This design comes from an exercise in tuning for small area and a short achievable clock period on the open sky130 flow, not from production work. No run shown here included a check of the RTL's function; only the layout flow was run.

==> flow/design.v, too long to show whole: its modules and the start of the top module <==
// module IDP_encoder_42: 1819 lines
module IDP_encoder_42(
  input wire [28:0] datain,
  input wire clock,
  output reg [41:0] codeout
);
  // ...
==> flow/flow/run.sh <==
#!/bin/bash
# Own flow: the standard ORFS flow, with ORFS's area ABC script replaced by flow/abc_area.script.
set -euo pipefail
W=$(pwd)
rm -rf "$W/scripts_mod"
cp -r "$FLOW_HOME/scripts" "$W/scripts_mod"
cp "$W/flow/abc_area.script" "$W/scripts_mod/abc_area.script"
bash "$W/standard.sh" SCRIPTS_DIR="$W/scripts_mod" finish > "$W/orfs_make.log" 2>&1 || { tail -50 "$W/orfs_make.log"; exit 1; }
tail -5 "$W/orfs_make.log"
==> flow/flow/abc_area.script <==
strash
dc2
dch -f
amap -m
topo
stime -c
==> flow/standard.sh <==
#!/bin/bash
# synth_recipe.tcl (not shown) runs the flow's synth.tcl, then flattens the netlist and writes it again
# the make line also repeats each setting of config.mk as NAME=value (left out here)
make -C /OpenROAD-flow-scripts/flow DESIGN_CONFIG=/design/flow/config.mk WORK_HOME=/design/flow/orfs CLKGATE_MAP_FILE= SYNTH_SCRIPT=/design/flow/synth_recipe.tcl "${@:-finish}"
==> flow/config.mk <==
export PLATFORM = sky130hd
export DESIGN_NAME = IDP_encoder_42
export DESIGN_NICKNAME = IDP_encoder_42
export VERILOG_FILES = /design/flow/design.v
export SDC_FILE = /design/flow/constraint.sdc
export NUM_CORES = 4
export LEC_CHECK = 0
export ABC_AREA = 1
export CAP_MARGIN = 20
export CORE_MARGIN = 2
export CORE_UTILIZATION = 40
export CTS_CLUSTER_DIAMETER = 60
export CTS_CLUSTER_SIZE = 10
export SLEW_MARGIN = 20
==> flow/constraint.sdc <==
create_clock -name core_clock -period 70.0 [get_ports {clock}]
set_input_delay 14.0000 -clock core_clock [delete_from_list [all_inputs] [get_ports {clock}]]
set_output_delay 14.0000 -clock core_clock [all_outputs]
set_load 0.01 [all_outputs]
==> results.txt, run 1 <==
Synth Area in Simple Gates=46.8%; Synth async-reset ratio=0%; slowest stage delay, CP=0.78 ns; gr ovfl total=0; Top Registers=codeout x42; WP data required=70.23 ns; Sink Count=42; multiplexer share of the synthesized area=0%; Logic inverters=257; GR Util met1=37.9%; sequential cell area=841 sq um; DRC viols=0; critical path endpoint=codeout[0]; status=complete, no violations; Yosys reg bits=42; DP HPWL=34,600 um; top-count cell post-synth=nor2_1; Distinct cells, synth=47; Clk Tree Root Cell=clkbuf_16; post-CTS resize count=0; sequential cell area fraction in the yosys report=7.90%; Critical path buffers and inverters=21; cell taking the most area after synthesis=nor2_1; share of layout cells above drive strength 1=1.37%; largest net degree at the start of global routing=19
==> run 2: changes to the inputs <==
==> flow/flow/abc_area.script (replaced) <==
strash
dc2
dch -f
map -D 16000
topo
buffer -c
upsize -c -D 16000
dnsize -c -D 16000
--- a/flow/config.mk
+++ b/flow/config.mk
@@ -8,7 +8,7 @@
 export ABC_AREA = 1
 export CAP_MARGIN = 20
 export CORE_MARGIN = 2
-export CORE_UTILIZATION = 40
+export CORE_UTILIZATION = 55
 export CTS_CLUSTER_DIAMETER = 60
 export CTS_CLUSTER_SIZE = 10
 export SLEW_MARGIN = 20
==> run 2 against run 1 <==
  * Still clean on timing, DRC and antenna
  * Cell area grew 18%
  * Utilization grew 14 points
  * Setup slack better by 12 ns
  * Critical endpoint unchanged
  * Highest routed layer unchanged
==> results.txt, run 2 <==
Global Route Usage Sum=35.5%; worst setup path class=primary input to flop; post-CTS resize count=0 (unchanged); CP Capture Type=flop; Core Box Area=0.0234 sq mm; global-route wire length before repair=72,900 um; largest net degree at the start of global routing=20 (+1); DP HPWL=36,400 um (+5.1%); vias in the first global route=15.3k; Final Setup Violations=0; synth cell count leaders=nand2_1 (572), nor2_1 (324), inv_1 (183); Biggest register=codeout; Cell Area, Synth=0.0131 sq mm; Clk Tree Root Cell=clkbuf_16; Die X=158 um; max cap viols=0; die height=158 um; final hold slack=14.50 ns; max FFs per register=42; GPL Wtd Cong=1.11; postcts setup bufs=0; Avg Inst Size Synth=5.77 sq um; slowest stage delay, CP=0.66 ns (-0.12 ns); startpoint types=primary input; diode count=0; drt first-iter violations=2,234; Top Registers=codeout x42; Max-Slew Margin vs Limit=26.9%; gr ovfl total=0 (unchanged); Initial Util=55.9%; drt wl/cell=17.1 um; Detailed Route WL=45,100 um; I/O pins=72; Longest Clk Path Bufs=2; Worst-path clk slew=0.08 ns; Synth async-reset ratio=0% (unchanged); CTS H-tree lvls=2; CTS tree=yes; ANT nets after route=0; FILL cells=2,345; Slew Viols, Final=0; fin nets=2,354; Worst path most repeated cell=nand2_1; Ys Warns=1; top-count cell post-synth=nand2_1; Die ar.=0.0250 sq mm; initial antenna violation count=0; Worst-Margin Slew=1.09 ns; Hold Vio Cnt, Final=0; Num CTS Buffers=5; share of layout cells above drive strength 1=16.7% (+15 points); DRC viols=0 (unchanged); # port buffers=71; Synth top area share=16.4%; top cells by area, synth=nand2_1 (16%), nor2_1 (9.3%), dfxtp_1 (6.4%), inv_1 (5.3%), xor2_2 (5.2%); post-synthesis net count=2,295; total via count after detailed routing=16.5k; Distinct cells, synth=91 (+94%); RSZ-0062 raised after global routing=false; Synth Flop Type=dfxtp_1; Yosys reg bits=42 (unchanged); Final period util=54.7%; status=complete, no violations; commonest non-fill, non-tap cell in the layout=nand2_1; Min-Delay Path Class=primary input to flop; WP data required=70.20 ns (-0.03 ns); sequential cell area fraction in the yosys report=6.43% (-1.5 points); cell taking the most area after synthesis=nand2_1; post-layout min period=38.31 ns; setup_tns=0 ns; hold-fix buffers at CTS=0; crit path DAT=38.51 ns; drt first pass iters=6; Layout area overhead=8.80%; Sink Count=42 (unchanged); Max Clk Rate=26.1 MHz; setup ws final=31.69 ns; slowest cell on the critical path=nor2_2; crit-path max FO=19; post-synthesis instance total=2,265; commonest non-fill, non-tap cells in the layout=nand2_1 (572), nor2_1 (324), inv_1 (183), nand3_1 (129), a21oi_1 (124); Post-Place Worst Slack=32.11 ns; Post-synth EDFFs=0; Rows=56; via density per instance=6.23
## run 2: changes by cell type in the layout (fill, tap and decap cells not counted), moves of 42 or more
cell,delta
or3_1,-42
clkinv_1,-249
nor3_1,-93
inv_1,+183
xor2_1,+67
nand3_1,+107
a22oi_1,+43
nor2_1,-368
o22ai_1,-61
o21ai_1,+47
xor2_2,+42
o21ai_0,-146
nand2_1,+377
inv_2,+116
## run 2: cells by family after synthesis
kind of cell	synth area share (%)
compound gates	29.3
buf+inv	9.96
flops	6.43
xor+xnor	10.5
simple gates	43.8
## run 2: worst paths after layout
kind | start | end | cells past startpoint
max | datain[2] | codeout[0] | 150
min | datain[28] | codeout[40] | 5
## run 2: layout make-up
cell class / count / area (sq um) / area share, %
multi-input combinational: 1893 / 10900 / 76.8
sequential: 42 / 841 / 5.91
clock inverter: 3 / 40.0 / 0.281
timing repair buffer: 72 / 718 / 5.05
tap: 319 / 399 / 2.81
clock buffer: 5 / 125 / 0.879
inverter: 310 / 1170 / 8.23
## run 2: critical path: cells and delay by family
| kind | cells | cell delay, ns |
|---|---|---|
| xor+xnor | 7 | 2.49 |
| simple gates | 112 | 16.23 |
| compound gates | 23 | 4.52 |
| buf+inv | 8 | 1.25 |
## run 2: layer usage
| metal | track usage (%) | vias up | routed length, um |
|---|---|---|---|
| met3 | 3.23 | 182 | 3620 |
| met2 | 61.6 | 1019 | 21200 |
| met5 | 0 | - | 0 |
| met4 | 17.2 | 0 | 2040 |
| li1 | - | 7803 | - |
| met1 | 44.1 | 7467 | 18200 |
## run 2: metrics by stage
step	cells	util, %	cell area, sq um
floorplan	2265	-	13100
global placement	2636	60.1	14100
detailed placement	2636	60.1	14100
CTS	2644	60.8	14200
global route	2644	60.8	14200
finish	2644	60.8	14200
==> run 3: changes to the inputs <==
==> flow/flow/abc_area.script (replaced) <==
strash
dc2
dch -f
map -D 24000
topo
buffer -c
upsize -c -D 24000
dnsize -c -D 24000
==> run 3 against run 2 <==
  * Still clean on timing, DRC and antenna
  * Count of clock-buffer cells in the layout rose by 1
  * Hold slack got worse by 0.025 ns
  * First-iteration DRC count rose by 0.85%
  * Synthesized cell count barely moved
  * Critical path type unchanged
==> results.txt, run 3 <==
Min-Delay Path Class=primary input to flop; via density per instance=6.18 (-0.80%); Synth Flop Type=dfxtp_1; WP data required=70.22 ns (+0.02 ns); initial antenna violation count=0 (unchanged); total via count after detailed routing=16.1k (-2.5%); largest net degree at the start of global routing=18 (-10%); Initial Util=56.2% (+0.35 points); CTS tree=yes; worst setup path class=primary input to flop; drt first-iter violations=2,253 (+0.85%); status=complete, no violations; Layout area overhead=10.2%; global-route wire length before repair=67,300 um (-7.6%); drt wl/cell=16.1 um (-5.8%); Longest Clk Path Bufs=2 (unchanged); Synth top area share=16.8% (+0.42 points); DRC viols=0 (unchanged); post-layout instance count excluding filler cells=2,600 (-1.7%); max cap viols=0 (unchanged); Detailed Route WL=41,800 um (-7.4%); synth cell count leaders=nand2_1 (512), nor2_1 (463), inv_1 (371); Avg Inst Size Synth=5.04 sq um (-13%); Num CTS Buffers=5 (unchanged); Clk Tree Root Cell=clkbuf_16; hold-fix buffers at CTS=0 (unchanged); sequential cell area=841 sq um (unchanged); Die X=148 um (-6.4%); Hold Vio Cnt, Final=0 (unchanged); commonest non-fill, non-tap cell in the layout=nand2_1; GPL Wtd Cong=1.12 (+1.6%); # port buffers=71 (unchanged); CTS H-tree lvls=2 (unchanged); RSZ-0062 raised after global routing=false; slowest cell on the critical path=nor3_1; post-synthesis net count=2,294 (-0.044%); setup_tns=0 ns (unchanged); die height=148 um (-6.4%); postcts setup bufs=0 (unchanged); Core Box Area=0.0203 sq mm (-13%); crit-path max FO=17 (-2); Worst-path clk slew=0.07 ns (about the same); CP Capture Type=flop; cell taking the most area after synthesis=nand2_1; crit path DAT=44.24 ns (+5.73 ns); post-synthesis instance total=2,264 (-0.044%); Final period util=62.9% (+8.2 points); top-count cell post-synth=nand2_1; Post-synth EDFFs=0 (unchanged); share of layout cells above drive strength 1=1.16% (-16 points); gr ovfl total=0 (unchanged); I/O pins=72 (unchanged); Sink Count=42 (unchanged); post-layout min period=44.02 ns (+5.71 ns); Worst path most repeated cell=nand2_1; Cell Area, Synth=0.0114 sq mm (-13%); ANT nets after route=0 (unchanged); Max Clk Rate=22.7 MHz (-13%); commonest non-fill, non-tap cells in the layout=nand2_1 (512), nor2_1 (463), inv_1 (371), a21oi_1 (135), nand3_1 (122); diode count=0 (unchanged); post-CTS resize count=0 (unchanged); Max-Slew Margin vs Limit=29.7% (+2.9 points); Die ar.=0.0219 sq mm (-12%); Yosys reg bits=42 (unchanged); startpoint types=primary input; FILL cells=2,062 (-12%); Synth async-reset ratio=0% (unchanged); Distinct cells, synth=45 (-51%); slowest stage delay, CP=0.80 ns (+0.14 ns); fin area=0.0126 sq mm (-12%); footprint of the multi-input gates=0.00907 sq mm (-17%); DP HPWL=33,300 um (-8.4%); Global Route Usage Sum=36.2% (+0.69 points); Slew Viols, Final=0 (unchanged); placed cells=2,592 (-1.7%); sequential cell area fraction in the yosys report=7.37% (+0.94 points); drt first pass iters=7 (+1); final hold slack=14.47 ns (-0.0252 ns); Biggest register=codeout; top cells by area, synth=nand2_1 (17%), nor2_1 (15%), inv_1 (12%), xor2_1 (8.6%), dfxtp_1 (7.4%); fin nets=2,359 (+0.21%); max FFs per register=42 (unchanged); Post-DP Area=0.0124 sq mm (-12%); vias in the first global route=14.5k (-5.3%); Final Setup Violations=0 (unchanged); Worst-Margin Slew=1.05 ns (-0.0414 ns); Top Registers=codeout x42; Rows=52 (-7.1%); Ys Warns=1 (unchanged)
## run 3: logic make-up (layout without fill, tap and decap cells)
family	after synthesis	in the layout	share of synthesized area, %
buffers and inverters	399	465	13.1
flip-flops	42	42	7.37
AO/OA/AOI/OAI	482	482	26.8
multiplexers	1	1	0.0877
AND/OR/NAND/NOR	1223	1223	43.7
XOR/XNOR	117	117	8.98
## run 3: final timing paths
check / start / endpoint / slack, ns / depth (start not counted)
max: datain[2] / codeout[0] / 25.98 / 172
min: datain[28] / codeout[40] / 14.47 / 5
## run 3: per-stage QoR
stage          utilization [%]  setup slack [ns]
3_5_place_dp              61.2             27.12
6_report                  62.0             25.98
5_1_grt                   62.0             22.70
2_1_floorplan                -             34.53
4_1_cts                   62.0             27.24
3_3_place_gp              61.2             26.75
## run 3: critical path: cells and delay by family
family,cells,cell delay [ns]
buffers and inverters,33,5.23
AOI/OAI and AO/OA,36,6.54
muxes,1,0.14
and+or+nand+nor,92,14.72
xor gates and xnor gates,10,3.54
## run 3: cell type report
| class | instances | share of cell area (%) |
|---|---|---|
| clock inverters | 2 | 0.0995 |
| clock buffers | 6 | 1.10 |
| repair buffers | 74 | 5.83 |
| well taps | 270 | 2.69 |
| flip-flops and latches | 42 | 6.69 |
| multi-input cells | 1823 | 72.2 |
| inverters | 383 | 11.4 |
## run 3: metal layers
layer / GRT usage [%] / wire length (um)
met1: 45.6 / 16400
met2: 61.7 / 19100
met3: 4.57 / 4340
met4: 16.5 / 1870
met5: 0 / 0
==> run 4: changes to the inputs <==
==> flow/run.sh (new file) <==
#!/bin/bash
# synth_recipe.tcl (not shown) runs the flow's synth.tcl, then flattens the netlist and writes it again
# the make line also repeats each setting of config.mk as NAME=value (left out here)
make -C /OpenROAD-flow-scripts/flow DESIGN_CONFIG=/design/flow/config.mk WORK_HOME=/design/flow/orfs CLKGATE_MAP_FILE= SYNTH_SCRIPT=/design/flow/synth_recipe.tcl finish
--- a/flow/config.mk
+++ b/flow/config.mk
@@ -8,7 +8,7 @@
 export ABC_AREA = 1
 export CAP_MARGIN = 20
 export CORE_MARGIN = 2
-export CORE_UTILIZATION = 55
+export CORE_UTILIZATION = 40
 export CTS_CLUSTER_DIAMETER = 60
 export CTS_CLUSTER_SIZE = 10
 export SLEW_MARGIN = 20
removed: flow/flow/run.sh
removed: flow/flow/abc_area.script
removed: flow/standard.sh
==> run 4 against run 3 <==
  * Critical path depth down 44
  * Final cell count up 47%
  * Via count up 27%
  * Cell area up 59%
  * Hold slack better by 0.22 ns
  * First-iteration DRC count down 29%
==> results.txt, run 4 <==
Cell Area, Synth=0.0188 sq mm (+64%); Sink Count=42 (unchanged); drt first pass iters=8 (+1); largest net degree at the start of global routing=18 (unchanged); CP Capture Type=flop; critical path endpoint=codeout[0]; commonest non-fill, non-tap cell in the layout=nand2_1; Max-Slew Margin vs Limit=40.8% (+11 points); worst setup path class=primary input to flop; Die ar.=0.0487 sq mm (+120%); Ys Warns=1 (unchanged); Slew Viols, Final=0 (unchanged); Core Box Area=0.0465 sq mm (+130%); busiest grt layer=met2; Top Registers=codeout x42; Final Setup Violations=0 (unchanged); Clk Tree Root Cell=clkbuf_16; slowest cell on the critical path=clkdlybuf4s50_1; Worst path most repeated cell=nand2_1; Global Route Usage Sum=24.9% (-11 points); DRC viols=0 (unchanged); commonest non-fill, non-tap cells in the layout=nand2_1 (929), nand2_2 (326), nand3_1 (319), nor2_1 (262), inv_1 (239); Layout area overhead=6.69%; Synth top area share=18.6% (+1.7 points); global routing usage on met2=41.7% (-20 points); CTS H-tree lvls=2 (unchanged); drt wl/cell=15.9 um (-1.0%); Num CTS Buffers=5 (unchanged); Biggest register=codeout; Min-Delay Path Class=primary input to flop; DP HPWL=50,000 um (+50%); Rows=79 (+52%); GR Util met1=32.4% (-13 points); post-synthesis net count=3,196 (+39%); crit-path max FO=15 (-2); cell taking the most area after synthesis=nand2_1; Hold Vio Cnt, Final=0 (unchanged); Detailed Route WL=60,800 um (+46%); Synth Flop Type=dfxtp_1; max FFs per register=42 (unchanged); CTS tree=yes; WP data required=70.22 ns (about the same); max cap viols=0 (unchanged); global-route wire length before repair=98,600 um (+46%); hold-fix buffers at CTS=0 (unchanged); slowest stage delay, CP=0.84 ns (+0.04 ns); final hold slack=14.69 ns (+0.220 ns); # port buffers=71 (unchanged); Die X=221 um (+49%); total via count after detailed routing=20.4k (+27%); share of layout cells above drive strength 1=29.6% (+28 points); Longest Clk Path Bufs=2 (unchanged); Final period util=46.5% (-16 points); diode count=0 (unchanged); status=complete, no violations; Distinct cells, synth=75 (+67%); setup_tns=0 ns (unchanged); crit path DAT=32.79 ns (-11.45 ns); I/O pins=72 (unchanged); Post-synth EDFFs=0 (unchanged); gr ovfl total=0 (unchanged); Synth async-reset ratio=0% (unchanged); startpoint types=primary input; Max Clk Rate=30.7 MHz (+35%); sequential cell area fraction in the yosys report=4.48% (-2.9 points); synth cell count leaders=nand2_1 (929), nand2_2 (326), nand3_1 (319); Worst-Margin Slew=0.879 ns (-0.167 ns); Avg Inst Size Synth=5.93 sq um (+18%); GPL Wtd Cong=0.994 (-12%); hold path cells=5 (unchanged); post-layout min period=32.56 ns (-11.45 ns); fin nets=3,245 (+38%); post-synthesis instance total=3,166 (+40%); ANT nets after route=0 (unchanged); via density per instance=5.33 (-14%); RSZ-0062 raised after global routing=false; drt first-iter violations=1,607 (-29%); vias in the first global route=19.3k (+33%); Worst-path clk slew=0.09 ns (+0.02 ns); crit path launch=datain[27]; top-count cell post-synth=nand2_1; die height=221 um (+49%); initial antenna violation count=0 (unchanged); Initial Util=40.4% (-16 points); Yosys reg bits=42 (unchanged); top cells by area, synth=nand2_1 (19%), nand2_2 (11%), nand2_4 (8.8%), nand3_1 (8.5%), nor2_1 (5.2%); postcts setup bufs=0 (unchanged); post-CTS resize count=0 (unchanged); grt met3 use=2.94% (-1.6 points)
[run 4: cell types whose count changed after synthesis, sizes merged, moves of 22 or more]
cell	change
a31oi	-22
o21ai	-35
nand3	+303
o22ai	-24
xor2	-69
nor2	-101
nand2	+894
a21oi	-24
buf	+24
nand4	+124
a22oi	-31
[run 4: per-stage QoR]
step / std cells / setup slack (ns) / util [%] / cell area [sq um]
2_1_floorplan: 3166 / 42.47 / - / 18800
3_3_place_gp: 3815 / 37.17 / 42.7 / 19900
3_5_place_dp: 3815 / 37.48 / 42.7 / 19900
4_1_cts: 3823 / 37.80 / 43.1 / 20000
5_1_grt: 3823 / 35.50 / 43.1 / 20000
6_report: 3823 / 37.44 / 43.1 / 20000
[run 4: worst max-delay path, delay by kind of cell]
kind,cells,cell delay [ns]
AO/OA/AOI/OAI,9,1.63
buffers and inverters,13,3.49
AND/OR/NAND/NOR,102,11.91
XOR/XNOR,4,1.66
[run 4: logic make-up (layout without fill, tap and decap cells)]
kind of cell / after synthesis / in the layout / synth area share, %
xor gates and xnor gates: 44 / 44 / 3.87
DFF: 42 / 42 / 4.48
AOI/OAI and AO/OA: 249 / 249 / 9.24
buffers and inverters: 421 / 471 / 11.5
and+or+nand+nor: 2410 / 2410 / 70.9
[run 4: area by class of cell]
| type | instances | area [sq um] |
|---|---|---|
| inverters | 391 | 1770 |
| flip-flops and latches | 42 | 841 |
| repair buffers | 72 | 718 |
| well taps | 607 | 759 |
| clock inverters | 2 | 37.5 |
| fillers | 5068 | 26400 |
| multi-input cells | 2703 | 15800 |
| clock buffers | 6 | 129 |
[run 4: layer usage]
metal	vias to the layer above	wire, um
li1	10400	-
met1	9118	27200
met2	720	28000
met3	125	3370
met4	0	2200
met5	-	0
[run 4: how the worst min path moves through the flow]
| stage | start | to | slack (ns) |
|---|---|---|---|
| 2_1_floorplan | codeout[0] | codeout[0] | 14.30 |
| 3_3_place_gp | codeout[20] | codeout[20] | 14.74 |
| 3_5_place_dp | codeout[9] | codeout[9] | 14.73 |
| 4_1_cts | datain[28] | codeout[39] | 14.67 |
| 5_1_grt | datain[28] | codeout[39] | 14.73 |
| 6_report | datain[28] | codeout[39] | 14.69 |

-- re-timing with driven ports --
The flow's constraints put no driver on any port. The routed layouts listed below were extracted and timed again, unchanged, in two steps. Step 1: set_driving_cell puts a clkbuf_16 on clock and a buf_2 on each other input, an assumption about the parent block. Step 2 also shifts input and output timing later by t, the mid clock arrival at the registers, as if the neighbouring blocks saw the same clock. Slacks: ideal ports / drivers / drivers and shift; pairs: ideal ports / drivers.
| run | t, ns | setup slack, ns | hold slack, ns | worst slew at a driven data input, ns | cell pins on the clock port's net |
|---|---|---|---|---|---|
| run 1 | 0.340 | 19.494 / 19.511 / 19.171 | 14.485 / 14.470 / 14.753 | 0.03 | 1 |
| run 2 | 0.350 | 31.692 / 31.713 / 31.363 | 14.497 / 14.474 / 14.759 | 0.04 | 1 |
| run 3 | 0.335 | 25.983 / 25.984 / 25.650 | 14.471 / 14.452 / 14.757 | 0.04 | 1 |
| run 4 | 0.387 | 37.437 / 37.462 / 37.075 | 14.691 / 14.666 / 14.753 | 0.03 | 1 |
After both steps every run listed still meets setup and hold. The setup slack of run 4, which loses most, moves by +0.025 ns with the drivers and by -0.362 ns with both steps.
